What follows belongs to an exercise in optimizing a design on an open flow for small area; a production flow would make more cautious choices.
In this exercise RTL edits were held to simulation tests only and were not proved equivalent to the original.
No driver is modelled on the clock port, so clocking that relies on it looks cheaper here than on a real chip.
Power figures rest on the tool's default switching activity, not on a simulated workload.

## flow/design.v (module list and top-level ports; edited modules follow where they fit)
// module HastiBus: 225 lines
// module HastiSlaveMux: 508 lines
// module HastiXbar: 423 lines
// module Ahbmli: 181 lines
module Ahbmli(input clk, input reset,
    input [31:0] io_jtag_haddr,
    input  io_jtag_hwrite,
    input [2:0] io_jtag_hsize,
    input [2:0] io_jtag_hburst,
    input [3:0] io_jtag_hprot,
    input [1:0] io_jtag_htrans,
    input  io_jtag_hmastlock,
    input [31:0] io_jtag_hwdata,
    output[31:0] io_jtag_hrdata,
    output io_jtag_hready,
    output io_jtag_hresp,
    input [31:0] io_dmem_haddr,
    input  io_dmem_hwrite,
    input [2:0] io_dmem_hsize,
    input [2:0] io_dmem_hburst,
    input [3:0] io_dmem_hprot,
    input [1:0] io_dmem_htrans,
    input  io_dmem_hmastlock,
    input [31:0] io_dmem_hwdata,
    output[31:0] io_dmem_hrdata,
    output io_dmem_hready,
    output io_dmem_hresp,
    input [31:0] io_imem_haddr,
    input  io_imem_hwrite,
    input [2:0] io_imem_hsize,
    input [2:0] io_imem_hburst,
    input [3:0] io_imem_hprot,
    input [1:0] io_imem_htrans,
    input  io_imem_hmastlock,
    input [31:0] io_imem_hwdata,
    output[31:0] io_imem_hrdata,
    output io_imem_hready,
    output io_imem_hresp,
    output[31:0] io_datamem_haddr,
    output io_datamem_hwrite,
    output[2:0] io_datamem_hsize,
    output[2:0] io_datamem_hburst,
    output[3:0] io_datamem_hprot,
    output[1:0] io_datamem_htrans,
    output io_datamem_hmastlock,
    output[31:0] io_datamem_hwdata,
    input [31:0] io_datamem_hrdata,
    output io_datamem_hsel,
    output io_datamem_hreadyin,
    input  io_datamem_hreadyout,
    input  io_datamem_hresp,
    output[31:0] io_codemem_haddr,
    output io_codemem_hwrite,
    output[2:0] io_codemem_hsize,
    output[2:0] io_codemem_hburst,
    output[3:0] io_codemem_hprot,
    output[1:0] io_codemem_htrans,
    output io_codemem_hmastlock,
    output[31:0] io_codemem_hwdata,
    input [31:0] io_codemem_hrdata,
    output io_codemem_hsel,
    output io_codemem_hreadyin,
    input  io_codemem_hreadyout,
    input  io_codemem_hresp
);
  // ...
==> flow/run.sh <==
#!/bin/bash
# synth_recipe.tcl (not shown) runs the flow's synth.tcl, then flattens the netlist and writes it again
# the make line also repeats each setting of config.mk as NAME=value (left out here)
make -C /OpenROAD-flow-scripts/flow DESIGN_CONFIG=/design/flow/config.mk WORK_HOME=/design/flow/orfs CLKGATE_MAP_FILE= SYNTH_SCRIPT=/design/flow/synth_recipe.tcl finish
==> flow/config.mk <==
export PLATFORM = sky130hd
export DESIGN_NAME = Ahbmli
export DESIGN_NICKNAME = Ahbmli
export VERILOG_FILES = /design/flow/design.v
export SDC_FILE = /design/flow/constraint.sdc
export NUM_CORES = 4
export LEC_CHECK = 0
export CAP_MARGIN = 20
export CORE_MARGIN = 2
export CORE_UTILIZATION = 40
export SLEW_MARGIN = 20
==> flow/constraint.sdc <==
create_clock -name core_clock -period 8.0 [get_ports {clk}]
set_input_delay 1.6000 -clock core_clock [delete_from_list [all_inputs] [get_ports {clk}]]
set_output_delay 1.6000 -clock core_clock [all_outputs]
set_load 0.01 [all_outputs]
==> results.cfg, run 1 <==
[synthesis]
synth_edf_count = 414
synth.lib_cells_used.distinct = 59
synthTopCellsByArea = edfxtp_1 57%, mux2i_1 6.1%, nor2_1 4.7%, o221ai_2 4.6%, a21oi_1 4.2%
synth_compound_area_frac = 0.213

[power_and_ir_drop]
comb_cell_power_w = 0.000688
p_sw_w = 0.00128
power.group.top = sequential cells
p_comb_frac = 0.125
cellInternalPower_w = 0.00423

[critical_path]
path_buf_inv = 4
critPathTopFamily = buffers and inverters
endpoint = io_codemem_haddr[26]
critPathMaxFanout = 23
arrival_ns = 5.51
critPathLaunch = io_datamem_hreadyout
rr_worst_depth = 7

[grt]
grt.met1_usage = 0.385
gr-max-usage-layer = met2
grt_max_degree = 96

[cells_and_area]
final_core_util = 0.555
regArea_sq_mm = 0.0129

[route]
via_count = 18000

[placement]
place_inst = 3076

[floorplanning]
die_x_um = 238
well_tap_count = 696

[status]
outcome = no timing/DRC/antenna violations
==> module Ahbmli, before the edit <==
module Ahbmli(input clk, input reset,
    input [31:0] io_jtag_haddr,
    input  io_jtag_hwrite,
    input [2:0] io_jtag_hsize,
    input [2:0] io_jtag_hburst,
    input [3:0] io_jtag_hprot,
    input [1:0] io_jtag_htrans,
    input  io_jtag_hmastlock,
    input [31:0] io_jtag_hwdata,
    output[31:0] io_jtag_hrdata,
    output io_jtag_hready,
    output io_jtag_hresp,
    input [31:0] io_dmem_haddr,
    input  io_dmem_hwrite,
    input [2:0] io_dmem_hsize,
    input [2:0] io_dmem_hburst,
    input [3:0] io_dmem_hprot,
    input [1:0] io_dmem_htrans,
    input  io_dmem_hmastlock,
    input [31:0] io_dmem_hwdata,
    output[31:0] io_dmem_hrdata,
    output io_dmem_hready,
    output io_dmem_hresp,
    input [31:0] io_imem_haddr,
    input  io_imem_hwrite,
    input [2:0] io_imem_hsize,
    input [2:0] io_imem_hburst,
    input [3:0] io_imem_hprot,
    input [1:0] io_imem_htrans,
    input  io_imem_hmastlock,
    input [31:0] io_imem_hwdata,
    output[31:0] io_imem_hrdata,
    output io_imem_hready,
    output io_imem_hresp,
    output[31:0] io_datamem_haddr,
    output io_datamem_hwrite,
    output[2:0] io_datamem_hsize,
    output[2:0] io_datamem_hburst,
    output[3:0] io_datamem_hprot,
    output[1:0] io_datamem_htrans,
    output io_datamem_hmastlock,
    output[31:0] io_datamem_hwdata,
    input [31:0] io_datamem_hrdata,
    output io_datamem_hsel,
    output io_datamem_hreadyin,
    input  io_datamem_hreadyout,
    input  io_datamem_hresp,
    output[31:0] io_codemem_haddr,
    output io_codemem_hwrite,
    output[2:0] io_codemem_hsize,
    output[2:0] io_codemem_hburst,
    output[3:0] io_codemem_hprot,
    output[1:0] io_codemem_htrans,
    output io_codemem_hmastlock,
    output[31:0] io_codemem_hwdata,
    input [31:0] io_codemem_hrdata,
    output io_codemem_hsel,
    output io_codemem_hreadyin,
    input  io_codemem_hreadyout,
    input  io_codemem_hresp
);
  wire[31:0] xbar_io_masters_2_hrdata;
  wire xbar_io_masters_2_hready;
  wire xbar_io_masters_2_hresp;
  wire[31:0] xbar_io_masters_1_hrdata;
  wire xbar_io_masters_1_hready;
  wire xbar_io_masters_1_hresp;
  wire[31:0] xbar_io_masters_0_hrdata;
  wire xbar_io_masters_0_hready;
  wire xbar_io_masters_0_hresp;
  wire[31:0] xbar_io_slaves_1_haddr;
  wire xbar_io_slaves_1_hwrite;
  wire[2:0] xbar_io_slaves_1_hsize;
  wire[2:0] xbar_io_slaves_1_hburst;
  wire[3:0] xbar_io_slaves_1_hprot;
  wire[1:0] xbar_io_slaves_1_htrans;
  wire xbar_io_slaves_1_hmastlock;
  wire[31:0] xbar_io_slaves_1_hwdata;
  wire xbar_io_slaves_1_hsel;
  wire xbar_io_slaves_1_hreadyin;
  wire[31:0] xbar_io_slaves_0_haddr;
  wire xbar_io_slaves_0_hwrite;
  wire[2:0] xbar_io_slaves_0_hsize;
  wire[2:0] xbar_io_slaves_0_hburst;
  wire[3:0] xbar_io_slaves_0_hprot;
  wire[1:0] xbar_io_slaves_0_htrans;
  wire xbar_io_slaves_0_hmastlock;
  wire[31:0] xbar_io_slaves_0_hwdata;
  wire xbar_io_slaves_0_hsel;
  wire xbar_io_slaves_0_hreadyin;
  assign io_codemem_hreadyin = xbar_io_slaves_1_hreadyin;
  assign io_codemem_hsel = xbar_io_slaves_1_hsel;
  assign io_codemem_hwdata = xbar_io_slaves_1_hwdata;
  assign io_codemem_hmastlock = xbar_io_slaves_1_hmastlock;
  assign io_codemem_htrans = xbar_io_slaves_1_htrans;
  assign io_codemem_hprot = xbar_io_slaves_1_hprot;
  assign io_codemem_hburst = xbar_io_slaves_1_hburst;
  assign io_codemem_hsize = xbar_io_slaves_1_hsize;
  assign io_codemem_hwrite = xbar_io_slaves_1_hwrite;
  assign io_codemem_haddr = xbar_io_slaves_1_haddr;
  assign io_datamem_hreadyin = xbar_io_slaves_0_hreadyin;
  assign io_datamem_hsel = xbar_io_slaves_0_hsel;
  assign io_datamem_hwdata = xbar_io_slaves_0_hwdata;
  assign io_datamem_hmastlock = xbar_io_slaves_0_hmastlock;
  assign io_datamem_htrans = xbar_io_slaves_0_htrans;
  assign io_datamem_hprot = xbar_io_slaves_0_hprot;
  assign io_datamem_hburst = xbar_io_slaves_0_hburst;
  assign io_datamem_hsize = xbar_io_slaves_0_hsize;
  assign io_datamem_hwrite = xbar_io_slaves_0_hwrite;
  assign io_datamem_haddr = xbar_io_slaves_0_haddr;
  assign io_imem_hresp = xbar_io_masters_2_hresp;
  assign io_imem_hready = xbar_io_masters_2_hready;
  assign io_imem_hrdata = xbar_io_masters_2_hrdata;
  assign io_dmem_hresp = xbar_io_masters_1_hresp;
  assign io_dmem_hready = xbar_io_masters_1_hready;
  assign io_dmem_hrdata = xbar_io_masters_1_hrdata;
  assign io_jtag_hresp = xbar_io_masters_0_hresp;
  assign io_jtag_hready = xbar_io_masters_0_hready;
  assign io_jtag_hrdata = xbar_io_masters_0_hrdata;
  HastiXbar xbar(.clk(clk), .reset(reset),
       .io_masters_2_haddr( io_imem_haddr ),
       .io_masters_2_hwrite( io_imem_hwrite ),
       .io_masters_2_hsize( io_imem_hsize ),
       .io_masters_2_hburst( io_imem_hburst ),
       .io_masters_2_hprot( io_imem_hprot ),
       .io_masters_2_htrans( io_imem_htrans ),
       .io_masters_2_hmastlock( io_imem_hmastlock ),
       .io_masters_2_hwdata( io_imem_hwdata ),
       .io_masters_2_hrdata( xbar_io_masters_2_hrdata ),
       .io_masters_2_hready( xbar_io_masters_2_hready ),
       .io_masters_2_hresp( xbar_io_masters_2_hresp ),
       .io_masters_1_haddr( io_dmem_haddr ),
       .io_masters_1_hwrite( io_dmem_hwrite ),
       .io_masters_1_hsize( io_dmem_hsize ),
       .io_masters_1_hburst( io_dmem_hburst ),
       .io_masters_1_hprot( io_dmem_hprot ),
       .io_masters_1_htrans( io_dmem_htrans ),
       .io_masters_1_hmastlock( io_dmem_hmastlock ),
       .io_masters_1_hwdata( io_dmem_hwdata ),
       .io_masters_1_hrdata( xbar_io_masters_1_hrdata ),
       .io_masters_1_hready( xbar_io_masters_1_hready ),
       .io_masters_1_hresp( xbar_io_masters_1_hresp ),
       .io_masters_0_haddr( io_jtag_haddr ),
       .io_masters_0_hwrite( io_jtag_hwrite ),
       .io_masters_0_hsize( io_jtag_hsize ),
       .io_masters_0_hburst( io_jtag_hburst ),
       .io_masters_0_hprot( io_jtag_hprot ),
       .io_masters_0_htrans( io_jtag_htrans ),
       .io_masters_0_hmastlock( io_jtag_hmastlock ),
       .io_masters_0_hwdata( io_jtag_hwdata ),
       .io_masters_0_hrdata( xbar_io_masters_0_hrdata ),
       .io_masters_0_hready( xbar_io_masters_0_hready ),
       .io_masters_0_hresp( xbar_io_masters_0_hresp ),
       .io_slaves_1_haddr( xbar_io_slaves_1_haddr ),
       .io_slaves_1_hwrite( xbar_io_slaves_1_hwrite ),
       .io_slaves_1_hsize( xbar_io_slaves_1_hsize ),
       .io_slaves_1_hburst( xbar_io_slaves_1_hburst ),
       .io_slaves_1_hprot( xbar_io_slaves_1_hprot ),
       .io_slaves_1_htrans( xbar_io_slaves_1_htrans ),
       .io_slaves_1_hmastlock( xbar_io_slaves_1_hmastlock ),
       .io_slaves_1_hwdata( xbar_io_slaves_1_hwdata ),
       .io_slaves_1_hrdata( io_codemem_hrdata ),
       .io_slaves_1_hsel( xbar_io_slaves_1_hsel ),
       .io_slaves_1_hreadyin( xbar_io_slaves_1_hreadyin ),
       .io_slaves_1_hreadyout( io_codemem_hreadyout ),
       .io_slaves_1_hresp( io_codemem_hresp ),
       .io_slaves_0_haddr( xbar_io_slaves_0_haddr ),
       .io_slaves_0_hwrite( xbar_io_slaves_0_hwrite ),
       .io_slaves_0_hsize( xbar_io_slaves_0_hsize ),
       .io_slaves_0_hburst( xbar_io_slaves_0_hburst ),
       .io_slaves_0_hprot( xbar_io_slaves_0_hprot ),
       .io_slaves_0_htrans( xbar_io_slaves_0_htrans ),
       .io_slaves_0_hmastlock( xbar_io_slaves_0_hmastlock ),
       .io_slaves_0_hwdata( xbar_io_slaves_0_hwdata ),
       .io_slaves_0_hrdata( io_datamem_hrdata ),
       .io_slaves_0_hsel( xbar_io_slaves_0_hsel ),
       .io_slaves_0_hreadyin( xbar_io_slaves_0_hreadyin ),
       .io_slaves_0_hreadyout( io_datamem_hreadyout ),
       .io_slaves_0_hresp( io_datamem_hresp )
  );
endmodule
==> run 2, diff against run 1 <==
==> flow/design.v (replaced) <==
module Ahbmli(input clk, input reset,
    input [31:0] io_jtag_haddr,
    input  io_jtag_hwrite,
    input [2:0] io_jtag_hsize,
    input [2:0] io_jtag_hburst,
    input [3:0] io_jtag_hprot,
    input [1:0] io_jtag_htrans,
    input  io_jtag_hmastlock,
    input [31:0] io_jtag_hwdata,
    output[31:0] io_jtag_hrdata,
    output io_jtag_hready,
    output io_jtag_hresp,
    input [31:0] io_dmem_haddr,
    input  io_dmem_hwrite,
    input [2:0] io_dmem_hsize,
    input [2:0] io_dmem_hburst,
    input [3:0] io_dmem_hprot,
    input [1:0] io_dmem_htrans,
    input  io_dmem_hmastlock,
    input [31:0] io_dmem_hwdata,
    output[31:0] io_dmem_hrdata,
    output io_dmem_hready,
    output io_dmem_hresp,
    input [31:0] io_imem_haddr,
    input  io_imem_hwrite,
    input [2:0] io_imem_hsize,
    input [2:0] io_imem_hburst,
    input [3:0] io_imem_hprot,
    input [1:0] io_imem_htrans,
    input  io_imem_hmastlock,
    input [31:0] io_imem_hwdata,
    output[31:0] io_imem_hrdata,
    output io_imem_hready,
    output io_imem_hresp,
    output[31:0] io_datamem_haddr,
    output io_datamem_hwrite,
    output[2:0] io_datamem_hsize,
    output[2:0] io_datamem_hburst,
    output[3:0] io_datamem_hprot,
    output[1:0] io_datamem_htrans,
    output io_datamem_hmastlock,
    output[31:0] io_datamem_hwdata,
    input [31:0] io_datamem_hrdata,
    output io_datamem_hsel,
    output io_datamem_hreadyin,
    input  io_datamem_hreadyout,
    input  io_datamem_hresp,
    output[31:0] io_codemem_haddr,
    output io_codemem_hwrite,
    output[2:0] io_codemem_hsize,
    output[2:0] io_codemem_hburst,
    output[3:0] io_codemem_hprot,
    output[1:0] io_codemem_htrans,
    output io_codemem_hmastlock,
    output[31:0] io_codemem_hwdata,
    input [31:0] io_codemem_hrdata,
    output io_codemem_hsel,
    output io_codemem_hreadyin,
    input  io_codemem_hreadyout,
    input  io_codemem_hresp
);
  wire [42:0] in0 = {io_jtag_hmastlock, io_jtag_hprot, io_jtag_hburst, io_jtag_hsize,
                     io_jtag_hwrite, io_jtag_htrans, io_jtag_haddr[29], io_jtag_haddr[27:0]};
  wire [42:0] in1 = {io_dmem_hmastlock, io_dmem_hprot, io_dmem_hburst, io_dmem_hsize,
                     io_dmem_hwrite, io_dmem_htrans, io_dmem_haddr[29], io_dmem_haddr[27:0]};
  wire [42:0] in2 = {io_imem_hmastlock, io_imem_hprot, io_imem_hburst, io_imem_hsize,
                     io_imem_hwrite, io_imem_htrans, io_imem_haddr[29], io_imem_haddr[27:0]};
  wire in0_act = io_jtag_htrans != 2'h0;
  wire in1_act = io_dmem_htrans != 2'h0;
  wire in2_act = io_imem_htrans != 2'h0;
  wire in0_t0 = in0_act & (io_jtag_haddr[31:28] == 4'h2);
  wire in0_t1 = in0_act & (io_jtag_haddr[31:28] == 4'h0);
  wire in1_t0 = in1_act & (io_dmem_haddr[31:28] == 4'h2);
  wire in1_t1 = in1_act & (io_dmem_haddr[31:28] == 4'h0);
  wire in2_t0 = in2_act & (io_imem_haddr[31:28] == 4'h2);
  wire in2_t1 = in2_act & (io_imem_haddr[31:28] == 4'h0);
  reg skb0, skb1, skb2;           
  reg dp00, dp01, dp02;           
  reg dp10, dp11, dp12;           
  reg [42:0] S0, S1, S2;          
  reg h01, h02, h11, h12;         
  reg o00, o01, o02, o10, o11, o12;  
  wire t00 = skb0 ? S0[28] : in0_t0;    
  wire t01 = skb1 ? S1[28] : in1_t0;
  wire t02 = skb2 ? S2[28] : in2_t0;
  wire t10 = skb0 ? ~S0[28] : in0_t1;    
  wire t11 = skb1 ? ~S1[28] : in1_t1;
  wire t12 = skb2 ? ~S2[28] : in2_t1;
  wire r00 = io_datamem_hreadyout;
  wire r01 = io_datamem_hreadyout & (~h01 | o01);
  wire r02 = io_datamem_hreadyout & (~h02 | o02);
  wire r10 = io_codemem_hreadyout;
  wire r11 = io_codemem_hreadyout & (~h11 | o11);
  wire r12 = io_codemem_hreadyout & (~h12 | o12);
  wire mh0 = ~(dp00 | dp10) | (dp00 & r00) | (dp10 & r10);
  wire mh1 = ~(dp01 | dp11) | (dp01 & r01) | (dp11 & r11);
  wire mh2 = ~(dp02 | dp12) | (dp02 & r02) | (dp12 & r12);
  wire full0 = (dp00 | dp10) & ((t00 & ~r00) | (t10 & ~r10));
  wire full1 = (dp01 | dp11) & ((t01 & ~r01) | (t11 & ~r11));
  wire full2 = (dp02 | dp12) & ((t02 & ~r02) | (t12 & ~r12));
  wire ld0 = mh0 & full0;    
  wire ld1 = mh1 & full1;
  wire ld2 = mh2 & full2;
  wire hri0 = skb0 | mh0;    
  wire hri1 = skb1 | mh1;
  wire hri2 = skb2 | mh2;
  assign io_jtag_hready = ~skb0 & mh0;
  assign io_dmem_hready = ~skb1 & mh1;
  assign io_imem_hready = ~skb2 & mh2;
  assign io_jtag_hresp = (dp00 & o00 & io_datamem_hresp) | (dp10 & o10 & io_codemem_hresp);
  assign io_dmem_hresp = (dp01 & o01 & io_datamem_hresp) | (dp11 & o11 & io_codemem_hresp);
  assign io_imem_hresp = (dp02 & o02 & io_datamem_hresp) | (dp12 & o12 & io_codemem_hresp);
  assign io_jtag_hrdata = ({32{dp00 & o00}} & io_datamem_hrdata) | ({32{dp10 & o10}} & io_codemem_hrdata);
  assign io_dmem_hrdata = ({32{dp01 & o01}} & io_datamem_hrdata) | ({32{dp11 & o11}} & io_codemem_hrdata);
  assign io_imem_hrdata = ({32{dp02 & o02}} & io_datamem_hrdata) | ({32{dp12 & o12}} & io_codemem_hrdata);
  wire q00 = t00 & hri0;     
  wire q01 = t01 & hri1;
  wire q02 = t02 & hri2;
  wire q10 = t10 & hri0;
  wire q11 = t11 & hri1;
  wire q12 = t12 & hri2;
  wire g00 = q00;                           
  wire g01 = ~q00 & (q01 | h01);
  wire g02 = ~q00 & ~(q01 | h01) & (q02 | h02);
  wire g10 = q10;
  wire g11 = ~q10 & (q11 | h11);
  wire g12 = ~q10 & ~(q11 | h11) & (q12 | h12);
  wire k01 = io_datamem_hreadyout & ~g01 & ~h01 & q01;
  wire k02 = io_datamem_hreadyout & ~g02 & ~h02 & q02;
  wire k11 = io_codemem_hreadyout & ~g11 & ~h11 & q11;
  wire k12 = io_codemem_hreadyout & ~g12 & ~h12 & q12;
  assign io_datamem_hsel = q00 | q01 | h01 | q02 | h02;
  assign io_codemem_hsel = q10 | q11 | h11 | q12 | h12;
  assign io_datamem_hreadyin = io_datamem_hreadyout;
  assign io_codemem_hreadyin = io_codemem_hreadyout;
  wire [42:0] e0 = skb0 ? S0 : in0;
  wire [42:0] e1 = (skb1 | h01 | h11) ? S1 : in1;
  wire [42:0] e2 = (skb2 | h02 | h12) ? S2 : in2;
  wire [42:0] w0 = g00 ? e0 : (g01 ? e1 : e2);
  wire [42:0] w1 = g10 ? e0 : (g11 ? e1 : e2);
  assign io_datamem_haddr = {4'h2, w0[27:0]};
  assign io_datamem_htrans = w0[30:29];
  assign io_datamem_hwrite = w0[31];
  assign io_datamem_hsize = w0[34:32];
  assign io_datamem_hburst = w0[37:35];
  assign io_datamem_hprot = w0[41:38];
  assign io_datamem_hmastlock = w0[42];
  assign io_codemem_haddr = {4'h0, w1[27:0]};
  assign io_codemem_htrans = w1[30:29];
  assign io_codemem_hwrite = w1[31];
  assign io_codemem_hsize = w1[34:32];
  assign io_codemem_hburst = w1[37:35];
  assign io_codemem_hprot = w1[41:38];
  assign io_codemem_hmastlock = w1[42];
  assign io_datamem_hwdata = ({32{o00}} & io_jtag_hwdata) | ({32{o01}} & io_dmem_hwdata) | ({32{o02}} & io_imem_hwdata);
  assign io_codemem_hwdata = ({32{o10}} & io_jtag_hwdata) | ({32{o11}} & io_dmem_hwdata) | ({32{o12}} & io_imem_hwdata);
  always @(posedge clk) begin
    if (reset) begin
      skb0 <= 1'b0; dp00 <= 1'b0; dp10 <= 1'b0;
    end else if (mh0) begin
      skb0 <= full0; dp00 <= t00; dp10 <= t10;
    end
    if (reset) begin
      skb1 <= 1'b0; dp01 <= 1'b0; dp11 <= 1'b0;
    end else if (mh1) begin
      skb1 <= full1; dp01 <= t01; dp11 <= t11;
    end
    if (reset) begin
      skb2 <= 1'b0; dp02 <= 1'b0; dp12 <= 1'b0;
    end else if (mh2) begin
      skb2 <= full2; dp02 <= t02; dp12 <= t12;
    end
    if (reset) begin
      h01 <= 1'b0; h02 <= 1'b0;
      o00 <= 1'b1; o01 <= 1'b1; o02 <= 1'b1;
    end else if (io_datamem_hreadyout) begin
      h01 <= k01 | (h01 & ~g01);
      h02 <= k02 | (h02 & ~g02);
      o00 <= g00; o01 <= g01; o02 <= g02;
    end
    if (reset) begin
      h11 <= 1'b0; h12 <= 1'b0;
      o10 <= 1'b1; o11 <= 1'b1; o12 <= 1'b1;
    end else if (io_codemem_hreadyout) begin
      h11 <= k11 | (h11 & ~g11);
      h12 <= k12 | (h12 & ~g12);
      o10 <= g10; o11 <= g11; o12 <= g12;
    end
    S0 <= e0;
    S1 <= e1;
    S2 <= e2;
  end
endmodule
==> run 2 against run 1 <==
Net effect:
- area after synthesis down 58%
- the flow now stops in I/O pin placement
- synthesized cell count fell by 43%
==> results.cfg, run 2 <==
[synthesis]
synth_area_sq_mm = 0.00924
synth-simple-area-share = 0.0743
synth-seq-area-share = 0.324
synth.lib_cells_used.distinct = 55
synthTopCellsByCount = 145 x dfxtp_1, 126 x mux2_2, 103 x a21oi_1
synthCells = 1059
synth_top_family_by_area = compound AO/OA/AOI/OAI gates
synth-xor-area-share = 0
yosysMostFrequentCell = dfxtp_1
yosysTopAreaCellShare = 0.314
ys_async_sr_fraction = 0
synth_flop_cell = dfxtp_1
synthTopCellsByArea = dfxtp_1 31%, mux2_2 15%, a22o_1 9.4%, a222oi_1 6.9%, a21oi_1 5.6%
yosys_warnings = 1
ys_seq_elements = 148
synth_area_per_cell_sq_um = 8.73
synth_mux_area_frac = 0.201
synth_edf_count = 3
yosys.area_share.adder = 0
yosysTopAreaCell = dfxtp_1
synth_compound_area_frac = 0.312

[status]
stop_error = [ERROR PPL-0024] Number of IO pins (566) exceeds maximum number of available positions (558). Increase the die perimeter from 624.04um to 769.76um.
outcome = aborted with a tool error
stop_stage = I/O pin placement

[floorplanning]
die_x_um = 156
die_y_um = 156
num_rows = 55
start_util = 0.408
run 2: cells by family after synthesis:
group,after synthesis
and+or+nand+nor,156
muxes,170
DFF,148
other,2
AOI/OAI and AO/OA,393
buffers and inverters,190
==> run 3, diff against run 2 <==
--- a/flow/design.v
+++ b/flow/design.v
@@ -80,12 +80,12 @@
   reg [42:0] S0, S1, S2;          
   reg h01, h02, h11, h12;         
   reg o00, o01, o02, o10, o11, o12;  
-  wire t00 = skb0 ? S0[28] : in0_t0;    
-  wire t01 = skb1 ? S1[28] : in1_t0;
-  wire t02 = skb2 ? S2[28] : in2_t0;
-  wire t10 = skb0 ? ~S0[28] : in0_t1;    
-  wire t11 = skb1 ? ~S1[28] : in1_t1;
-  wire t12 = skb2 ? ~S2[28] : in2_t1;
+  wire t00 = skb0 ? dp00 : in0_t0;    
+  wire t01 = skb1 ? dp01 : in1_t0;
+  wire t02 = skb2 ? dp02 : in2_t0;
+  wire t10 = skb0 ? dp10 : in0_t1;    
+  wire t11 = skb1 ? dp11 : in1_t1;
+  wire t12 = skb2 ? dp12 : in2_t1;
   wire r00 = io_datamem_hreadyout;
   wire r01 = io_datamem_hreadyout & (~h01 | o01);
   wire r02 = io_datamem_hreadyout & (~h02 | o02);
--- a/flow/config.mk
+++ b/flow/config.mk
@@ -6,6 +6,7 @@
 export NUM_CORES = 4
 export LEC_CHECK = 0
 export CAP_MARGIN = 20
-export CORE_MARGIN = 2
-export CORE_UTILIZATION = 40
+export CORE_AREA = 2 2 258 98
+export DIE_AREA = 0 0 260 100
+export PLACE_DENSITY = 0.72
 export SLEW_MARGIN = 20
==> run 3 against run 2 <==
Net effect:
- now clean on timing, DRC and antenna
- area after synthesis decreased by 4.3%
- synthesized cell count down 1.6%
==> results.cfg, run 3 <==
[status]
outcome = no timing/DRC/antenna violations

[critical_path]
r2r_slack_ns = 5.37
slowest_delay_ns = 0.74
path_common_cell = clkdlybuf4s50_1
arrival_ns = 4.93
cp-end-kind = output port
r2r_end = o12$_SDFFE_PP1P_
timing.rr.start = skb0$_SDFFE_PP0P_
crit_required_ns = 6.40
start_kind = input pin
cp_cell_sequence = clkdlybuf4s50_1 > a22oi_2 > o21a_1 > o31a_2 > buf_12 > o21ai_0 > o22ai_1 > clkdlybuf4s50_1
path_class = input pin to output port
critPathLaunch = io_datamem_hreadyout
rr_worst_depth = 6
crit_path_top_delay_cell = clkdlybuf4s50_1
critPathMaxFanout = 49

[power_and_ir_drop]
power_density_mw_per_mm2 = 143
max-vdd-ir-drop_v = 0.000103
p_leak_nw = 5.79

[route]
viasPerCell = 5.66
via_count = 10600
drt_iter0_markers = 1305
routed_wl_um = 41300
wl_per_cell_um = 22.0
ant_nets = 0
firstDrtPassIters = 9
drc = 0

[synthesis]
synth_edf_count = 0
ys_async_sr_fraction = 0
synthTopCellsByArea = dfxtp_1 33%, mux2_2 11%, a22o_1 9.9%, a222oi_1 7.2%, o22ai_1 6.0%
synthTopCellsByCount = 145 x dfxtp_1, 113 x inv_1, 100 x a22o_1
yosysMostFrequentCell = dfxtp_1
synth.lib_cells_used.distinct = 51
synth_area_sq_mm = 0.00884
synth_flop_cell = dfxtp_1
synth-seq-area-share = 0.328
yosysTopAreaCellShare = 0.328
ys_seq_elements = 145
synth_area_per_cell_sq_um = 8.49
yosysTopAreaCell = dfxtp_1
yosys_warnings = 1
synthCells = 1042

[cells_and_area]
final_core_util = 0.623
multi_input_area_sq_mm = 0.00503
most-common-layout-cells = 557 x clkdlybuf4s50_1, 144 x dfxtp_1, 113 x inv_1
top_regs = S0 x42, S1 x42, S2 x42
n_fill_cell = 2038
layout_commonest_cell = clkdlybuf4s50_1
final_nets = 1835
regArea_sq_mm = 0.00290
drive_above_1_share = 0.101
syn2layout_area_growth_pct = 71.2

[clock_network]
cts_hold_buf = 0
cts_tree = built
clockBufferDepth = 2
numCtsBuffers = 17
post_cts_resize_count = 0
clock-sinks = 145
postCtsSetupBuffers = 0
clk_pin_slew_worst_paths_ns = 0.06
cts_root_buf = clkbuf_16
htreeDepth = 4
clk_latency_ns = 0.42

[floorplanning]
die_y_um = 100
die_area_sq_mm = 0.0260
die_x_um = 260
num_rows = 35
io_pins = 566
coreArea_sq_mm = 0.0243
start_util = 0.364

[grt]
grt_max_degree = 52
grt_pass1_wl_um = 60400
grt_usage = 0.297
antenna_found_initial = 3
grt_pass1_vias = 9904
grt_overflow_total = 0

[placement]
dp_hpwl_um = 31000
place.gp.congestion = 0.929
portBuffers = 557

[hold_path]
whs_endpoint = S2[30]$_DFF_P_
min_from = S2[30]$_DFF_P_
min_path_type = flop to flop
min_path_cells = 1

[sta]
maxSlewViolCount = 0
setup_viol_count_final = 0
rsz0062_at_grt = false
min_period_ns = 6.53
final-hold-violation-count = 0
max_freq_mhz = 153
clock_skew_ns = 0.0165
layout_worst_path_cycle_share = 0.817
relSlewSlack = 0.256
tns_ns = 0
tightestPinTransition_ns = 1.12

[job]
cap_viol_max_count = 0
==> run 3: cell types whose count changed after synthesis, sizes merged, moves of 4 or more <==
cell	delta
mux2	-42
nor2	+38
nor3	-5
o21ai	+47
o211ai	-5
a21oi	-81
nand2	-50
buf	+17
o22ai	+84
a21o	+4
a211o	-4
inv	+44
clkbuf	-21
o31ai	-42
==> run 3: cells by family (layout without fill, tap and decap cells) <==
| family | Yosys count | count (layout) | share of synthesized area |
|---|---|---|---|
| AND/OR/NAND/NOR | 137 | 137 | 0.0703 |
| flip-flops | 145 | 145 | 0.328 |
| buffers and inverters | 229 | 725 | 0.110 |
| AO/OA/AOI/OAI | 402 | 402 | 0.335 |
| other | 2 | 11 | 0.000849 |
| multiplexers | 127 | 127 | 0.156 |
==> run 3: area by class of cell <==
class / count / share of cell area
timing repair buffer: 580 / 0.383
antenna: 3 / 0.000496
inverter: 113 / 0.0280
clock buffer: 19 / 0.0293
clock inverter: 13 / 0.00777
sequential: 145 / 0.192
multi-input combinational: 674 / 0.333
tap: 333 / 0.0275
==> run 3: worst max-delay path, delay by kind of cell <==
kind	cells	cell delay (ns)
AO/OA/AOI/OAI	5	1.64
buffers and inverters	3	1.63
==> run 3: worst max path at each step <==
| stage | endpoint | slack, ns |
|---|---|---|
| floorplan | io_codemem_haddr[23] | 3.57 |
| global placement | io_codemem_hsize[1] | 1.68 |
| detailed placement | io_codemem_haddr[6] | 1.53 |
| CTS | io_codemem_haddr[6] | 1.50 |
| global route | io_codemem_haddr[6] | 1.26 |
| finish | io_codemem_hprot[3] | 1.47 |
==> run 3: where the power goes <==
part / internal, W / switching (W) / leakage (nW) / total, W
Sequential: 0.000764 / 0.0000137 / 1.22 / 0.000778
Combinational: 0.000357 / 0.000275 / 4.30 / 0.000632
Clock: 0.000417 / 0.000342 / 0.267 / 0.000759
Total: 0.00154 / 0.000630 / 5.79 / 0.00217
==> run 3: metrics by stage <==
| step | power [W] | worst slack, ns | hold slack, ns | std cells | area [sq um] |
|---|---|---|---|---|---|
| 2_1_floorplan | 0.00103 | 3.57 | 0.448 | 1048 | 8870 |
| 3_3_place_gp | 0.00141 | 1.68 | 0.460 | 1842 | 14500 |
| 3_5_place_dp | 0.00142 | 1.53 | 0.474 | 1844 | 14500 |
| 4_1_cts | 0.00217 | 1.50 | 0.488 | 1876 | 15100 |
| 5_1_grt | 0.00225 | 1.26 | 0.505 | 1878 | 15100 |
| 6_report | 0.00217 | 1.47 | 0.484 | 1880 | 15100 |
==> run 3: per-layer routing <==
layer | global-route usage | routed length (um)
met1 | 0.399 | 17800
met2 | 0.513 | 20100
met5 | 0 | 0
met4 | 0.0663 | 651
met3 | 0.0348 | 2700
==> run 4, diff against run 3 <==
==> flow/flow/run.sh (new file) <==
#!/bin/bash
# Standard ORFS layout, except that the port buffers are the smallest buffer
# cell (buf_1) rather than the one buffer_ports picks by default.
set -euo pipefail
export BUFFER_PORTS_ARGS="-buffer_cell sky130_fd_sc_hd__buf_1"
bash standard.sh > make.log 2>&1
==> flow/standard.sh (new file) <==
#!/bin/bash
# synth_recipe.tcl (not shown) runs the flow's synth.tcl, then flattens the netlist and writes it again
# the make line also repeats each setting of config.mk as NAME=value (left out here)
make -C /OpenROAD-flow-scripts/flow DESIGN_CONFIG=/design/flow/config.mk WORK_HOME=/design/flow/orfs CLKGATE_MAP_FILE= SYNTH_SCRIPT=/design/flow/synth_recipe.tcl "${@:-finish}"
--- a/flow/config.mk
+++ b/flow/config.mk
@@ -6,7 +6,6 @@
 export NUM_CORES = 4
 export LEC_CHECK = 0
 export CAP_MARGIN = 20
-export CORE_AREA = 2 2 258 98
-export DIE_AREA = 0 0 260 100
-export PLACE_DENSITY = 0.72
+export CORE_MARGIN = 2
+export CORE_UTILIZATION = 40
 export SLEW_MARGIN = 20
removed: flow/run.sh
==> run 4 against run 3 <==
Net effect:
- the run now fails in I/O pin placement
- area after synthesis is the same
- synthesized cell count is the same
==> results.cfg, run 4 <==
[status]
outcome = aborted with a tool error
stop_stage = I/O pin placement
stop_error = [ERROR PPL-0024] Number of IO pins (566) exceeds maximum number of available positions (544). Increase the die perimeter from 610.76um to 769.76um.

[synthesis]
synth_edf_count = 0
yosys_warnings = 1
yosysTopAreaCellShare = 0.328
ys_seq_elements = 145
synthCells = 1042
synthTopCellsByCount = 145 x dfxtp_1, 113 x inv_1, 100 x a22o_1
ys_async_sr_fraction = 0
synth_area_per_cell_sq_um = 8.49
synth_area_sq_mm = 0.00884
yosysMostFrequentCell = dfxtp_1
yosysTopAreaCell = dfxtp_1
synth_flop_cell = dfxtp_1
synth.lib_cells_used.distinct = 51
synthTopCellsByArea = dfxtp_1 33%, mux2_2 11%, a22o_1 9.9%, a222oi_1 7.2%, o22ai_1 6.0%
synth-seq-area-share = 0.328

[floorplanning]
die_x_um = 153
start_util = 0.406
die_y_um = 153
num_rows = 54
==> run 4: cell counts after synthesis <==
Identical to the previous run, type by type.
==> run 4: kinds of logic after synthesis <==
family / after synthesis / share of synthesized area
AO/OA/AOI/OAI: 402 / 0.335
buffers and inverters: 229 / 0.110
flip-flops: 145 / 0.328
AND/OR/NAND/NOR: 137 / 0.0703
multiplexers: 127 / 0.156
other: 2 / 0.000849
==> run 5, diff against run 4 <==
==> flow/flow/run.sh (replaced) <==
#!/bin/bash
# Layout flow: the standard synthesis, its combinational logic mapped again
# for area (flip-flops untouched), then the standard ORFS layout with the
# smallest buffer cell (buf_1) on the ports.
set -euo pipefail
HERE=$(pwd)
RES=$HERE/orfs/results/$FLOW_PLATFORM/Ahbmli/base
export BUFFER_PORTS_ARGS="-buffer_cell sky130_fd_sc_hd__buf_1"

bash standard.sh synth > make_synth.log 2>&1

cp $RES/1_2_yosys.v $HERE/1_2_yosys.std.v
export RS_LIB=$FLOW_HOME/platforms/$FLOW_PLATFORM/lib/sky130_fd_sc_hd__tt_025C_1v80.lib
export RS_IN=$HERE/1_2_yosys.std.v RS_OUT=$HERE/1_2_yosys.rs.v RS_TOP=$FLOW_TOP
export RS_SCRIPT=$HERE/flow/area.abc
yosys -c $HERE/flow/resynth.tcl > resynth.log 2>&1
cp $RS_OUT $RES/1_2_yosys.v
rm -f $RES/1_synth.odb $RES/1_synth.sdc

bash standard.sh > make.log 2>&1
==> flow/flow/area.abc (new file) <==
strash; dch -f; amap -F 5; stime -p
==> flow/flow/resynth.tcl (new file) <==
# Re-map the combinational logic of the standard synthesis netlist for area.
# The flip-flops are kept as they are (same instances, names and cells); only
# the gates between them are mapped again with an area-oriented ABC script.
set lib $::env(RS_LIB)
yosys read_liberty -ignore_miss_func $lib
yosys blackbox sky130_fd_sc_hd__dfxtp_1 sky130_fd_sc_hd__conb_1
yosys read_verilog $::env(RS_IN)
yosys hierarchy -top $::env(RS_TOP)
yosys flatten
yosys opt -purge
# drop the cell models; the cells ABC maps to are then library blackboxes
yosys hierarchy -top $::env(RS_TOP)
yosys delete sky130_fd_sc_hd__dfxtp_1 sky130_fd_sc_hd__conb_1
yosys read_liberty -lib $lib
set dont {}
foreach c {*probe* *lpflow* *clkbuf* *clkinv* *dlygate* *dlymetal* *clkdlybuf* *bleeder* *dfxbp* *sdf* *edf*} {
  lappend dont -dont_use $c
}
yosys abc -liberty $lib {*}$dont -script $::env(RS_SCRIPT)
yosys opt_clean -purge
yosys hilomap -singleton -hicell sky130_fd_sc_hd__conb_1 HI -locell sky130_fd_sc_hd__conb_1 LO
yosys splitnets
yosys opt_clean -purge
yosys check -assert -mapped
yosys tee -o $::env(RS_OUT).stat stat -liberty $lib
# left out here: hide names made inside functions
yosys write_verilog -noattr -nohex -nodec $::env(RS_OUT)
--- a/flow/config.mk
+++ b/flow/config.mk
@@ -6,6 +6,7 @@
 export NUM_CORES = 4
 export LEC_CHECK = 0
 export CAP_MARGIN = 20
-export CORE_MARGIN = 2
-export CORE_UTILIZATION = 40
+export CORE_AREA = 2 2 278 108
+export DIE_AREA = 0 0 280 110
+export PLACE_DENSITY = 0.6
 export SLEW_MARGIN = 20
==> run 5 against run 4 <==
Net effect:
- the run now finishes clean
- synthesized cell count decreased by 11%
- area after synthesis decreased by 14%
==> results.cfg, run 5 <==
[status]
outcome = no timing/DRC/antenna violations

[power_and_ir_drop]
p_leak_nw = 4.20
max-vdd-ir-drop_v = 0.000144
power_density_mw_per_mm2 = 247

[critical_path]
critPathLaunch = io_datamem_hreadyout
arrival_ns = 4.34
crit_required_ns = 6.40
cp-end-kind = output port
worst-path-stages = 14
critPathMaxFanout = 36
start_kind = input pin
path_class = input pin to output port
slowest_delay_ns = 0.42
rr_worst_depth = 7
critPathTopFamily = buffers and inverters
timing.rr.start = skb0$_SDFFE_PP0P_
cp_cell_sequence = buf_1 > inv_1 > nor2_1 > nand2_1 > o21ai_0 > nor2_1 > nor2_1 > o21ai_0 > nand3_2 > clkinv_1 > buf_4 > o221ai_1 > o21ai_0 > buf_1
path_buf_inv = 5
crit_path_top_delay_cell = buf_4

[sta]
fin_ws_ns = 2.06
setup_viol_count_final = 0
tightestPinTransition_ns = 0.821
maxSlewViolCount = 0
tns_ns = 0
rsz0062_at_grt = false
clock_skew_ns = 0.0164
min_period_ns = 5.94
relSlewSlack = 0.453
final-hold-violation-count = 0
layout_worst_path_cycle_share = 0.743
max_freq_mhz = 168

[cells_and_area]
drive_above_1_share = 0.0413
final_core_util = 0.388
syn2layout_area_growth_pct = 44.8
final_nets = 1839
most-common-layout-cells = 557 x buf_1, 208 x o22ai_1, 177 x inv_1
layout_commonest_cell = buf_1
stdcell_count = 1935
top_regs = S0 x42, S1 x42, S2 x42

[route]
wl_per_cell_um = 21.5
routed_wl_um = 41600
via_count = 11000
drt_iter0_markers = 1626
viasPerCell = 5.68
ant_nets = 0
drc = 0
firstDrtPassIters = 17

[floorplanning]
io_pins = 566
start_util = 0.268
die_x_um = 280
coreArea_sq_mm = 0.0285
die_y_um = 110
die_area_sq_mm = 0.0308
num_rows = 38

[hold_path]
min_path_type = flop to flop
min_path_cells = 2
min_from = S0[13]$_DFF_P_

[placement]
dp_hpwl_um = 29700
portBuffers = 557
place_ws_ns = 1.53
place.gp.congestion = 0.929
place_inst = 1896

[grt]
antenna_found_initial = 10
grt_overflow_total = 0
grt_max_degree = 74
grt_pass1_vias = 9233
grt_usage = 0.248
grt_pass1_wl_um = 57600

[clock_network]
clockBufferDepth = 2
clk_pin_slew_worst_paths_ns = 0.06
clock-sinks = 145
clk_latency_ns = 0.44
numCtsBuffers = 17
htreeDepth = 4
cts_hold_buf = 0
cts_tree = built
post_cts_resize_count = 0
postCtsSetupBuffers = 0
cts_root_buf = clkbuf_16

[job]
cap_viol_max_count = 0

[synthesis]
synth_area_sq_mm = 0.00763
synthCells = 928
yosys_warnings = 1
synth_area_per_cell_sq_um = 8.22
[run 5: area by class of cell]
type | instances | area [sq um]
fill | 3041 | 17400
multi-input combinational | 609 | 4110
sequential | 145 | 2900
timing repair buffer | 582 | 2280
inverter | 180 | 676
tap | 380 | 475
clock buffer | 17 | 425
clock inverter | 15 | 166
antenna | 7 | 17.5
[run 5: through the flow]
stage / total power, W / hold slack (ns) / area [sq um]
after floorplan: 0.00151 / 0.437 / 7650
after global placement: 0.00193 / 0.454 / 10400
after detailed placement: 0.00193 / 0.460 / 10400
after CTS: 0.00273 / 0.476 / 11000
after global routing: 0.00288 / 0.499 / 11000
final: 0.00273 / 0.475 / 11100
[run 5: worst register-to-register path: stages (launching register included)]
cell and delay (ns):
dfxtp_2 0.34, nor4_1 0.45, o21ai_0 0.29, nor3_1 0.40, a21oi_4 0.17, inv_1 0.63, nor2_1 0.17, o31ai_1 0.34
[run 5: report_power, final]
group          switching [W]  leakage (nW)  internal (W)
logic               0.000671          2.69      0.000385
clock network       0.000355         0.288      0.000444
registers          0.0000381          1.22      0.000838
total                0.00106          4.20       0.00167
[run 5: path summary, 6_finish.rpt]
path / to / slack (ns)
max: io_codemem_hsize[2] / 2.06
min: S0[13]$_DFF_P_ / 0.47
max reg2reg: h01$_SDFFE_PP0P_ / 5.10
min reg2reg: S0[13]$_DFF_P_ / 0.47
[run 5: per-layer routing]
metal  share of wire  global-route usage  routed length [um]  vias up
met1            0.39               0.311               16300     5187
met2            0.47               0.396               19400      721
met5         0.00091                   0                  38        -
met3            0.11              0.0809                4570      107
met4           0.031               0.104                1300        6
li1                -                   -                   -     4967
==> run 6, diff against run 5 <==
--- a/flow/flow/run.sh
+++ b/flow/flow/run.sh
@@ -1,11 +1,13 @@
 #!/bin/bash
 # Layout flow: the standard synthesis, its combinational logic mapped again
 # for area (flip-flops untouched), then the standard ORFS layout with the
-# smallest buffer cell (buf_1) on the ports.
+# smallest buffer cell (buf_1) on the ports and a clock tree of fewer,
+# smaller buffers without dummy loads.
 set -euo pipefail
 HERE=$(pwd)
 RES=$HERE/orfs/results/$FLOW_PLATFORM/Ahbmli/base
 export BUFFER_PORTS_ARGS="-buffer_cell sky130_fd_sc_hd__buf_1"
+export CTS_ARGS="-sink_clustering_enable -repair_clock_nets -root_buf sky130_fd_sc_hd__clkbuf_8 -buf_list sky130_fd_sc_hd__clkbuf_8 -dont_use_dummy_load -sink_clustering_size 40 -sink_clustering_max_diameter 120"
 
 bash standard.sh synth > make_synth.log 2>&1
 
==> run 6 against run 5 <==
Net effect:
- worst hold slack gained 0.0028 ns
- combinational power about the same
- non-clock buffer count did not move
- critical endpoint unchanged
- sequential share of layout area up 0.87 points
- clock skew rose by 0.016 ns
- sequential power barely moved
- still clean on timing, DRC and antenna
- utilization is 1.2 points lower
- area after synthesis stayed put
- setup slack worse by 0.084 ns
- via count is 0.48% lower
- largest cell class unchanged
==> results.cfg, run 6 <==
[clock_network]
postCtsSetupBuffers = 0
clockBufferDepth = 2
clock-sinks = 145
clk_pin_slew_worst_paths_ns = 0.06
post_cts_resize_count = 0
cts_root_buf = clkbuf_8
cts_hold_buf = 0
numCtsBuffers = 17
htreeDepth = 4
cts_tree = built
clk_latency_ns = 0.48

[floorplanning]
start_util = 0.268
die_y_um = 110
num_rows = 38
die_area_sq_mm = 0.0308
io_pins = 566
die_x_um = 280
coreArea_sq_mm = 0.0285

[sta]
tightestPinTransition_ns = 0.846
final-hold-violation-count = 0
relSlewSlack = 0.436
layout_worst_path_cycle_share = 0.753
max_freq_mhz = 166
worst_hold_slack_ns = 0.477
setup_viol_count_final = 0
clock_skew_ns = 0.0328
tns_ns = 0
maxSlewViolCount = 0
rsz0062_at_grt = false
min_period_ns = 6.03

[critical_path]
cp_cell_sequence = buf_1 > inv_1 > nor2_1 > nand2_1 > o21ai_0 > nor2_1 > nor2_1 > o21ai_0 > nand3_2 > clkinv_1 > buf_4 > o221ai_1 > o21ai_0 > buf_1
critPathMaxFanout = 36
timing.rr.start = skb0$_SDFFE_PP0P_
start_kind = input pin
crit_path_top_delay_cell = buf_4
slowest_delay_ns = 0.43
arrival_ns = 4.43
critPathLaunch = io_datamem_hreadyout
cp-end-kind = output port
path_class = input pin to output port
crit_required_ns = 6.40
rr_worst_depth = 7

[cells_and_area]
final_core_util = 0.376
final_nets = 1839
n_fill_cell = 3084
syn2layout_area_growth_pct = 40.2
top_regs = S0 x42, S1 x42, S2 x42
most-common-layout-cells = 557 x buf_1, 208 x o22ai_1, 177 x inv_1
postLayoutCellArea_sq_mm = 0.0107
layout_commonest_cell = buf_1
drive_above_1_share = 0.0320

[status]
outcome = no timing/DRC/antenna violations

[placement]
portBuffers = 557
dp_hpwl_um = 29700
placed_area_sq_mm = 0.0104
place.gp.congestion = 0.929

[route]
routed_wl_um = 41300
drt_iter0_markers = 1685
viasPerCell = 5.69
via_count = 10900
drc = 0
wl_per_cell_um = 21.5
firstDrtPassIters = 14
ant_nets = 0

[grt]
antenna_found_initial = 10
grt_usage = 0.248
grt_max_degree = 74
grt_overflow_total = 0
grt_pass1_vias = 9251
grt_pass1_wl_um = 57500

[hold_path]
min_from = S0[38]$_DFF_P_
min_path_cells = 2
min_path_type = flop to flop

[power_and_ir_drop]
power_density_mw_per_mm2 = 221
max-vdd-ir-drop_v = 0.000112
p_leak_nw = 4.03

[synthesis]
yosys_warnings = 1
synthCells = 928
synth_area_sq_mm = 0.00763
synth_area_per_cell_sq_um = 8.22

[job]
cap_viol_max_count = 0
[run 6: critical path: cells and delay by family]
| kind | cells | cell delay [ns] |
|---|---|---|
| buffers and inverters | 5 | 1.31 |
| and+or+nand+nor | 5 | 0.63 |
| AOI/OAI and AO/OA | 4 | 0.85 |
[run 6: path summary, 6_finish.rpt]
kind	end	slack, ns
min	S0[38]$_DFF_P_	0.48
min reg2reg	S0[38]$_DFF_P_	0.48
max reg2reg	h01$_SDFFE_PP0P_	5.10
max	io_codemem_hsize[2]	1.97
[run 6: power by group]
| part | total, W | internal (W) | switching [W] |
|---|---|---|---|
| sequential | 0.000876 | 0.000838 | 0.0000377 |
| clock | 0.000436 | 0.000187 | 0.000249 |
| combinational | 0.00105 | 0.000385 | 0.000669 |
[run 6: metal layers]
metal | wire [um] | global-route usage | vias up
met5 | 38 | 0 | -
met4 | 1410 | 0.109 | 6
met3 | 4170 | 0.0847 | 118
met2 | 19100 | 0.392 | 650
met1 | 16600 | 0.309 | 5215
li1 | - | - | 4946
[run 6: area by class of cell]
| type | instances | area, sq um | share of cell area |
|---|---|---|---|
| repair buffers | 582 | 2280 | 0.213 |
| diodes | 8 | 20.0 | 0.00187 |
| well taps | 380 | 475 | 0.0445 |
| inverters | 180 | 676 | 0.0632 |
| flip-flops and latches | 145 | 2900 | 0.272 |
| multi-input cells | 609 | 4110 | 0.384 |
| clock buffers | 17 | 234 | 0.0219 |
[run 6: through the flow]
stage          setup WS [ns]  cells  power, W
2_1_floorplan          0.560    934   0.00151
3_3_place_gp            1.66   1896   0.00193
3_5_place_dp            1.53   1896   0.00193
4_1_cts                 1.51   1913   0.00237
5_1_grt                 1.79   1915   0.00250
6_report                1.97   1921   0.00237
==> run 7, diff against run 6 <==
--- a/flow/design.v
+++ b/flow/design.v
@@ -87,17 +87,17 @@
   wire t11 = skb1 ? dp11 : in1_t1;
   wire t12 = skb2 ? dp12 : in2_t1;
   wire r00 = io_datamem_hreadyout;
-  wire r01 = io_datamem_hreadyout & (~h01 | o01);
-  wire r02 = io_datamem_hreadyout & (~h02 | o02);
+  wire r01 = io_datamem_hreadyout & ~h01;
+  wire r02 = io_datamem_hreadyout & ~h02;
   wire r10 = io_codemem_hreadyout;
-  wire r11 = io_codemem_hreadyout & (~h11 | o11);
-  wire r12 = io_codemem_hreadyout & (~h12 | o12);
+  wire r11 = io_codemem_hreadyout & ~h11;
+  wire r12 = io_codemem_hreadyout & ~h12;
   wire mh0 = ~(dp00 | dp10) | (dp00 & r00) | (dp10 & r10);
   wire mh1 = ~(dp01 | dp11) | (dp01 & r01) | (dp11 & r11);
   wire mh2 = ~(dp02 | dp12) | (dp02 & r02) | (dp12 & r12);
-  wire full0 = (dp00 | dp10) & ((t00 & ~r00) | (t10 & ~r10));
-  wire full1 = (dp01 | dp11) & ((t01 & ~r01) | (t11 & ~r11));
-  wire full2 = (dp02 | dp12) & ((t02 & ~r02) | (t12 & ~r12));
+  wire full0 = ~skb0 & (dp00 | dp10) & ((in0_t0 & ~r00) | (in0_t1 & ~r10));
+  wire full1 = ~skb1 & (dp01 | dp11) & ((in1_t0 & ~r01) | (in1_t1 & ~r11));
+  wire full2 = ~skb2 & (dp02 | dp12) & ((in2_t0 & ~r02) | (in2_t1 & ~r12));
   wire ld0 = mh0 & full0;    
   wire ld1 = mh1 & full1;
   wire ld2 = mh2 & full2;
--- a/flow/flow/run.sh
+++ b/flow/flow/run.sh
@@ -1,13 +1,17 @@
 #!/bin/bash
 # Layout flow: the standard synthesis, its combinational logic mapped again
-# for area (flip-flops untouched), then the standard ORFS layout with the
-# smallest buffer cell (buf_1) on the ports and a clock tree of fewer,
-# smaller buffers without dummy loads.
+# for area (flip-flops untouched), then the standard ORFS layout with
+#  - the smallest buffer cell (buf_1) on the ports,
+#  - the constant outputs sharing one tie cell per value,
+#  - a clock tree of clkbuf_8 without dummy loads, each clock buffer then
+#    sized down as far as the flip-flop clock-pin slew allows.
 set -euo pipefail
 HERE=$(pwd)
 RES=$HERE/orfs/results/$FLOW_PLATFORM/Ahbmli/base
 export BUFFER_PORTS_ARGS="-buffer_cell sky130_fd_sc_hd__buf_1"
+export SKIP_REPAIR_TIE_FANOUT=1
 export CTS_ARGS="-sink_clustering_enable -repair_clock_nets -root_buf sky130_fd_sc_hd__clkbuf_8 -buf_list sky130_fd_sc_hd__clkbuf_8 -dont_use_dummy_load -sink_clustering_size 40 -sink_clustering_max_diameter 120"
+export POST_CTS_TCL=$HERE/flow/clock_downsize.tcl
 
 bash standard.sh synth > make_synth.log 2>&1
 
==> flow/flow/clock_downsize.tcl (new file) <==
set limit 0.110
set sizes {sky130_fd_sc_hd__clkbuf_1 sky130_fd_sc_hd__clkbuf_2 sky130_fd_sc_hd__clkbuf_4 sky130_fd_sc_hd__clkbuf_8 sky130_fd_sc_hd__clkbuf_16}

proc clk_worst_slew {} {
  set mx 0
  foreach p [get_pins -of_objects [all_registers] -filter "name==CLK"] {
    set s [get_property $p slew_max]
    if { $s > $mx } { set mx $s }
  }
  return $mx
}

estimate_parasitics -placement
puts "clock_downsize: worst clock slew before [clk_worst_slew]"
foreach c [get_cells clkbuf_*] {
  set name [get_full_name $c]
  set orig [get_property $c ref_name]
  set oi [lsearch $sizes $orig]
  if { $oi < 0 } { continue }
  for { set i 0 } { $i < $oi } { incr i } {
    replace_cell $c [lindex $sizes $i]
    estimate_parasitics -placement
    if { [clk_worst_slew] <= $limit } { break }
    replace_cell $c $orig
    estimate_parasitics -placement
  }
  puts "clock_downsize: $name $orig -> [get_property $c ref_name]"
}
puts "clock_downsize: worst clock slew after [clk_worst_slew]"
--- a/flow/config.mk
+++ b/flow/config.mk
@@ -5,8 +5,8 @@
 export SDC_FILE = /design/flow/constraint.sdc
 export NUM_CORES = 4
 export LEC_CHECK = 0
-export CAP_MARGIN = 20
+export CAP_MARGIN = 0
 export CORE_AREA = 2 2 278 108
 export DIE_AREA = 0 0 280 110
 export PLACE_DENSITY = 0.6
-export SLEW_MARGIN = 20
+export SLEW_MARGIN = 0
==> run 7 against run 6 <==
Net effect:
- register-to-register slack got worse by 0.64 ns
- clock skew increased by 0.018 ns
- via count decreased by 1.4%
- final cell count decreased by 0.21%
- setup slack got worse by 0.16 ns
- synthesized cell count increased by 0.43%
- combinational power decreased by 57%
- largest power group is now sequential cells
- utilization decreased by 0.54 points
- still clean on timing, DRC and antenna
- highest routed layer unchanged
- sequential cell count unchanged
- worst hold slack improved by 0.029 ns
- largest cell class unchanged
- sequential power decreased by 11%
==> results.cfg, run 7 <==
[critical_path]
path_class = input pin to output port
slowest_delay_ns = 0.75
timing.rr.start = skb0$_SDFFE_PP0P_
path_buf_inv = 5
rr_worst_depth = 5
cp-end-kind = output port
critPathTopFamily = buffers and inverters
crit_path_top_delay_cell = inv_2
crit_required_ns = 6.40
cp_cell_sequence = buf_1 > inv_1 > nor2_1 > a221oi_1 > nor2_1 > nand3b_1 > nand2_2 > buf_4 > inv_2 > o22ai_1 > a21oi_1 > buf_1
critPathMaxFanout = 46
r2r_end = o00$_SDFFE_PP1P_
start_kind = input pin
r2r_slack_ns = 4.46
arrival_ns = 4.59

[route]
routed_wl_um = 42100
firstDrtPassIters = 12
viasPerCell = 5.62
drt_iter0_markers = 1656
via_count = 10800
wl_per_cell_um = 21.9
ant_nets = 0
drc = 0

[grt]
grt_pass1_vias = 9166
grt_overflow_total = 0
grt_usage = 0.246
antenna_found_initial = 8
grt_max_degree = 58
grt_pass1_wl_um = 57500

[cells_and_area]
final_core_util = 0.370
layout_commonest_cell = buf_1
most-common-layout-cells = 557 x buf_1, 187 x o22ai_1, 150 x inv_1
stdcell_count = 1917
final_nets = 1834
drive_above_1_share = 0.0314
syn2layout_area_growth_pct = 38.9
top_regs = S0 x42, S1 x42, S2 x42

[clock_network]
clk_latency_ns = 0.73
cts_tree = built
clk_pin_slew_worst_paths_ns = 0.09
clock-sinks = 145

[synthesis]
synth_area_sq_mm = 0.00759
synthCells = 932
synth_area_per_cell_sq_um = 8.14
yosys_warnings = 1

[sta]
setup_viol_count_final = 0
relSlewSlack = 0.245
final-hold-violation-count = 0
fin_ws_ns = 1.81
min_period_ns = 6.19
max_freq_mhz = 162
tightestPinTransition_ns = 1.13
rsz0062_at_grt = false
worst_hold_slack_ns = 0.507
clock_skew_ns = 0.0505
tns_ns = 0
maxSlewViolCount = 0
layout_worst_path_cycle_share = 0.773

[power_and_ir_drop]
p_leak_nw = 4.05
p_sw_w = 0.000535
p_comb_frac = 0.280
p_clk_frac = 0.231
power_density_mw_per_mm2 = 152
seqPwrFrac = 0.489
cellInternalPower_w = 0.00106
max-vdd-ir-drop_v = 0.0000669
p_sw_frac = 0.335

[floorplanning]
num_rows = 38
coreArea_sq_mm = 0.0285
io_pins = 566
die_area_sq_mm = 0.0308
start_util = 0.266
die_y_um = 110
die_x_um = 280

[hold_path]
whs_endpoint = S2[25]$_DFF_P_
min_path_cells = 1
min_from = S2[25]$_DFF_P_
min_path_type = flop to flop

[placement]
dp_hpwl_um = 30600
portBuffers = 557
place_inst = 1891
place_ws_ns = 1.97
place.gp.congestion = 0.901

[job]
cap_viol_max_count = 0

[status]
outcome = no timing/DRC/antenna violations
run 7: per-layer routing:
metal  routed length, um  global-route usage  vias to the layer above  part of all wire
met5                  23                   0                        -           0.00055
li1                    -                   -                     4918                 -
met2               20200               0.403                      651              0.48
met4                1440               0.110                        4             0.034
met3                3770              0.0561                       97             0.090
met1               16600               0.314                     5107              0.39
run 7: power groups by stage:
stage | Clock [W] | Sequential, W | Combinational (W)
floorplan | 0 | 0.000806 | 0.000225
global placement | 0 | 0.000797 | 0.000439
detailed placement | 0 | 0.000797 | 0.000438
global route | 0.000412 | 0.000786 | 0.000484
finish | 0.000369 | 0.000781 | 0.000447
run 7: final cells by class:
cell class / instances / area [sq um]
Timing Repair Buffer: 579 / 2260
Clock buffer: 17 / 173
Fill cell: 3137 / 17900
Sequential cell: 145 / 2900
Multi-Input combinational cell: 632 / 4130
Antenna cell: 9 / 22.5
Inverter: 155 / 582
Tap cell: 380 / 475
run 7: stage by stage:
stage | total power [W] | area, sq um
2_1_floorplan | 0.00103 | 7590
6_report | 0.00160 | 10500
5_1_grt | 0.00168 | 10500
3_5_place_dp | 0.00124 | 10300
3_3_place_gp | 0.00124 | 10300
run 7: worst max-delay path by stage:
stage | from | end | slack (ns) | depth (start not counted)
after floorplan | io_codemem_hreadyout | io_datamem_hsel | 0.94 | 8
after global placement | io_codemem_hreadyout | io_codemem_haddr[21] | 1.93 | 14
after detailed placement | io_codemem_hreadyout | io_codemem_haddr[21] | 1.97 | 14
after global routing | io_dmem_htrans[1] | io_codemem_haddr[6] | 1.49 | 10
final | io_codemem_hreadyout | io_codemem_haddr[12] | 1.81 | 12
==> run 8, diff against run 7 <==
--- a/flow/flow/run.sh
+++ b/flow/flow/run.sh
@@ -1,7 +1,7 @@
 #!/bin/bash
 # Layout flow: the standard synthesis, its combinational logic mapped again
 # for area (flip-flops untouched), then the standard ORFS layout with
-#  - the smallest buffer cell (buf_1) on the ports,
+#  - the smallest buffer cell (buf_1) on the ports, pins one track apart,
 #  - the constant outputs sharing one tie cell per value,
 #  - a clock tree of clkbuf_8 without dummy loads, each clock buffer then
 #    sized down as far as the flip-flop clock-pin slew allows.
@@ -10,6 +10,7 @@
 RES=$HERE/orfs/results/$FLOW_PLATFORM/Ahbmli/base
 export BUFFER_PORTS_ARGS="-buffer_cell sky130_fd_sc_hd__buf_1"
 export SKIP_REPAIR_TIE_FANOUT=1
+export PLACE_PINS_ARGS="-min_distance 1 -min_distance_in_tracks"
 export CTS_ARGS="-sink_clustering_enable -repair_clock_nets -root_buf sky130_fd_sc_hd__clkbuf_8 -buf_list sky130_fd_sc_hd__clkbuf_8 -dont_use_dummy_load -sink_clustering_size 40 -sink_clustering_max_diameter 120"
 export POST_CTS_TCL=$HERE/flow/clock_downsize.tcl
 
--- a/flow/config.mk
+++ b/flow/config.mk
@@ -6,7 +6,7 @@
 export NUM_CORES = 4
 export LEC_CHECK = 0
 export CAP_MARGIN = 0
-export CORE_AREA = 2 2 278 108
-export DIE_AREA = 0 0 280 110
-export PLACE_DENSITY = 0.6
+export CORE_AREA = 2 2 123 123
+export DIE_AREA = 0 0 125 125
+export PLACE_DENSITY = 0.75
 export SLEW_MARGIN = 0
==> run 8 against run 7 <==
Net effect:
- setup slack worse by 0.32 ns
- sequential cell count stayed put
- total power is 0.80% higher
- sequential share of layout area is 0.65 points higher
- register-to-register slack better by 0.05 ns
- cell area shrank 2.3%
- clock power is 8.1% higher
- clock-buffer cell count did not move
- wire length down 18%
- via count rose by 1.1%
- utilization is 34 points higher
- critical endpoint unchanged
- largest power group unchanged
==> results.cfg, run 8 <==
[status]
outcome = no timing/DRC/antenna violations

[critical_path]
cp_cell_sequence = inv_1 > buf_4 > o21ai_0 > inv_2 > buf_4 > nor2_1 > a21oi_1 > buf_1
slowest_delay_ns = 0.82
critPathTopFamily = buffers and inverters
rr_worst_depth = 8
crit_path_top_delay_cell = inv_2
timing.rr.start = skb0$_SDFFE_PP0P_
path_class = flop to output port
path_common_cell = buf_4
crit_required_ns = 6.40
r2r_end = o02$_SDFFE_PP1P_
cp-end-kind = output port
start_kind = flop
critPathMaxFanout = 62
arrival_ns = 4.90
path_buf_inv = 5
r2r_slack_ns = 4.51

[clock_network]
clock-sinks = 145
cts_tree = built
clk_latency_ns = 1.30
clk_pin_slew_worst_paths_ns = 0.09

[sta]
min_period_ns = 6.50
rsz0062_at_grt = false
tightestPinTransition_ns = 1.29
layout_worst_path_cycle_share = 0.813
clock_skew_ns = 0.0454
setup_viol_count_final = 0
maxSlewViolCount = 0
tns_ns = 0
final-hold-violation-count = 0
worst_hold_slack_ns = 0.504
max_freq_mhz = 154
relSlewSlack = 0.139

[grt]
grt_pass1_wl_um = 51900
grt_usage = 0.411
grt_overflow_total = 0
grt_pass1_vias = 9374
grt_max_degree = 63
antenna_found_initial = 5

[synthesis]
synthCells = 932
yosys_warnings = 1
synth_area_per_cell_sq_um = 8.14
synth_area_sq_mm = 0.00759

[floorplanning]
die_y_um = 125
coreArea_sq_mm = 0.0144
die_x_um = 125
start_util = 0.526
io_pins = 566
die_area_sq_mm = 0.0156
num_rows = 44

[cells_and_area]
most-common-layout-cells = 557 x buf_1, 187 x o22ai_1, 153 x inv_1
postLayoutCellArea_sq_mm = 0.0103
drive_above_1_share = 0.0269
top_regs = S0 x42, S1 x42, S2 x42
final_nets = 1830
syn2layout_area_growth_pct = 35.7
final_core_util = 0.714
layout_commonest_cell = buf_1

[route]
via_count = 10900
firstDrtPassIters = 20
wl_per_cell_um = 20.1
viasPerCell = 6.36
ant_nets = 0
drt_iter0_markers = 1729
drc = 0
routed_wl_um = 34500

[power_and_ir_drop]
seqPwrFrac = 0.482
p_sw_w = 0.000513
p_comb_frac = 0.270
cellInternalPower_w = 0.00110
p_sw_frac = 0.318
power_density_mw_per_mm2 = 156
p_leak_nw = 4.05
p_clk_frac = 0.247
max-vdd-ir-drop_v = 0.000146

[hold_path]
whs_endpoint = S1[25]$_DFF_P_
min_from = S1[25]$_DFF_P_
min_path_cells = 1
min_path_type = flop to flop

[placement]
portBuffers = 557
placed_area_sq_mm = 0.0101
dp_hpwl_um = 23700
place.gp.congestion = 1.02

[job]
cap_viol_max_count = 0
## run 8: changes by cell type in the layout (fill, tap and decap cells not counted), sizes merged
cell | previous run | this run
diode | 9 | 6
inv | 154 | 155
buf | 579 | 575
clkinv | 1 | 0
## run 8: power groups by stage
stage | logic (W) | registers (W) | clock network (W)
final | 0.000435 | 0.000777 | 0.000399
after global routing | 0.000469 | 0.000781 | 0.000432
after detailed placement | 0.000419 | 0.000792 | 0
after global placement | 0.000416 | 0.000792 | 0
after floorplan | 0.000225 | 0.000806 | 0
## run 8: routing by layer
| layer | global-route usage | vias up | wire (um) |
|---|---|---|---|
| li1 | - | 4923 | - |
| met1 | 0.523 | 4902 | 12500 |
| met2 | 0.585 | 876 | 14500 |
| met3 | 0.178 | 191 | 5220 |
| met4 | 0.226 | 4 | 2240 |
| met5 | 0 | - | 49 |
## run 8: worst max-delay path by stage
stage                    startpoint              endpoint  slack (ns)  cells after the start
2_1_floorplan  io_codemem_hreadyout       io_datamem_hsel        0.94                      8
3_3_place_gp   io_codemem_hreadyout       io_datamem_hsel        1.97                     11
3_5_place_dp   io_codemem_hreadyout       io_datamem_hsel        1.96                     11
5_1_grt           skb0$_SDFFE_PP0P_  io_codemem_haddr[12]        1.07                      8
6_report          skb0$_SDFFE_PP0P_  io_codemem_haddr[12]        1.50                      8
## run 8: layout make-up
cell class / count / area (sq um)
inverters: 155 / 582
well taps: 184 / 230
repair buffers: 575 / 2230
fillers: 1251 / 4130
flip-flops and latches: 145 / 2900
clock buffers: 17 / 211
multi-input cells: 632 / 4130
diodes: 6 / 15.0
## run 8: metrics by stage
step | total power, W | setup slack, ns | cells
after floorplan | 0.00103 | 0.939 | 932
after global placement | 0.00121 | 1.97 | 1691
after detailed placement | 0.00121 | 1.96 | 1691
after global routing | 0.00168 | 1.07 | 1710
final | 0.00161 | 1.50 | 1714

## what the ideal ports hide
Ports are ideal in the flow. The routed layouts listed here were re-timed in OpenROAD. Step 1 sets driving cells, clkbuf_16 on the clock port and buf_2 on the other inputs (assumed; they add their load-dependent delay and slew). Step 2 also shifts input and output timing later by t, the mid clock arrival at the registers, as if the neighbouring blocks saw the same clock. Slacks: ideal ports / drivers / drivers and shift; pairs: ideal ports / drivers.
run	t, ns	slack for setup (ns)	latest minus earliest clock arrival (ns)	cell pins on the clock port's net
run 1	0.630	0.893 / 0.840 / 0.840	0.021 / 0.022	1
run 3	0.439	1.467 / 1.429 / 1.429	0.018 / 0.019	1
run 5	0.475	2.058 / 2.031 / 2.031	0.016 / 0.017	1
run 6	0.498	1.973 / 1.947 / 1.947	0.041 / 0.041	1
run 7	0.740	1.815 / 1.792 / 1.792	0.052 / 0.051	1
run 8	1.317	1.499 / 1.457 / 1.825	0.049 / 0.049	1
After both steps setup and hold are still met in every run listed. The setup slack of run 1, which loses most, moves by -0.053 ns with the drivers and by -0.053 ns with both steps.
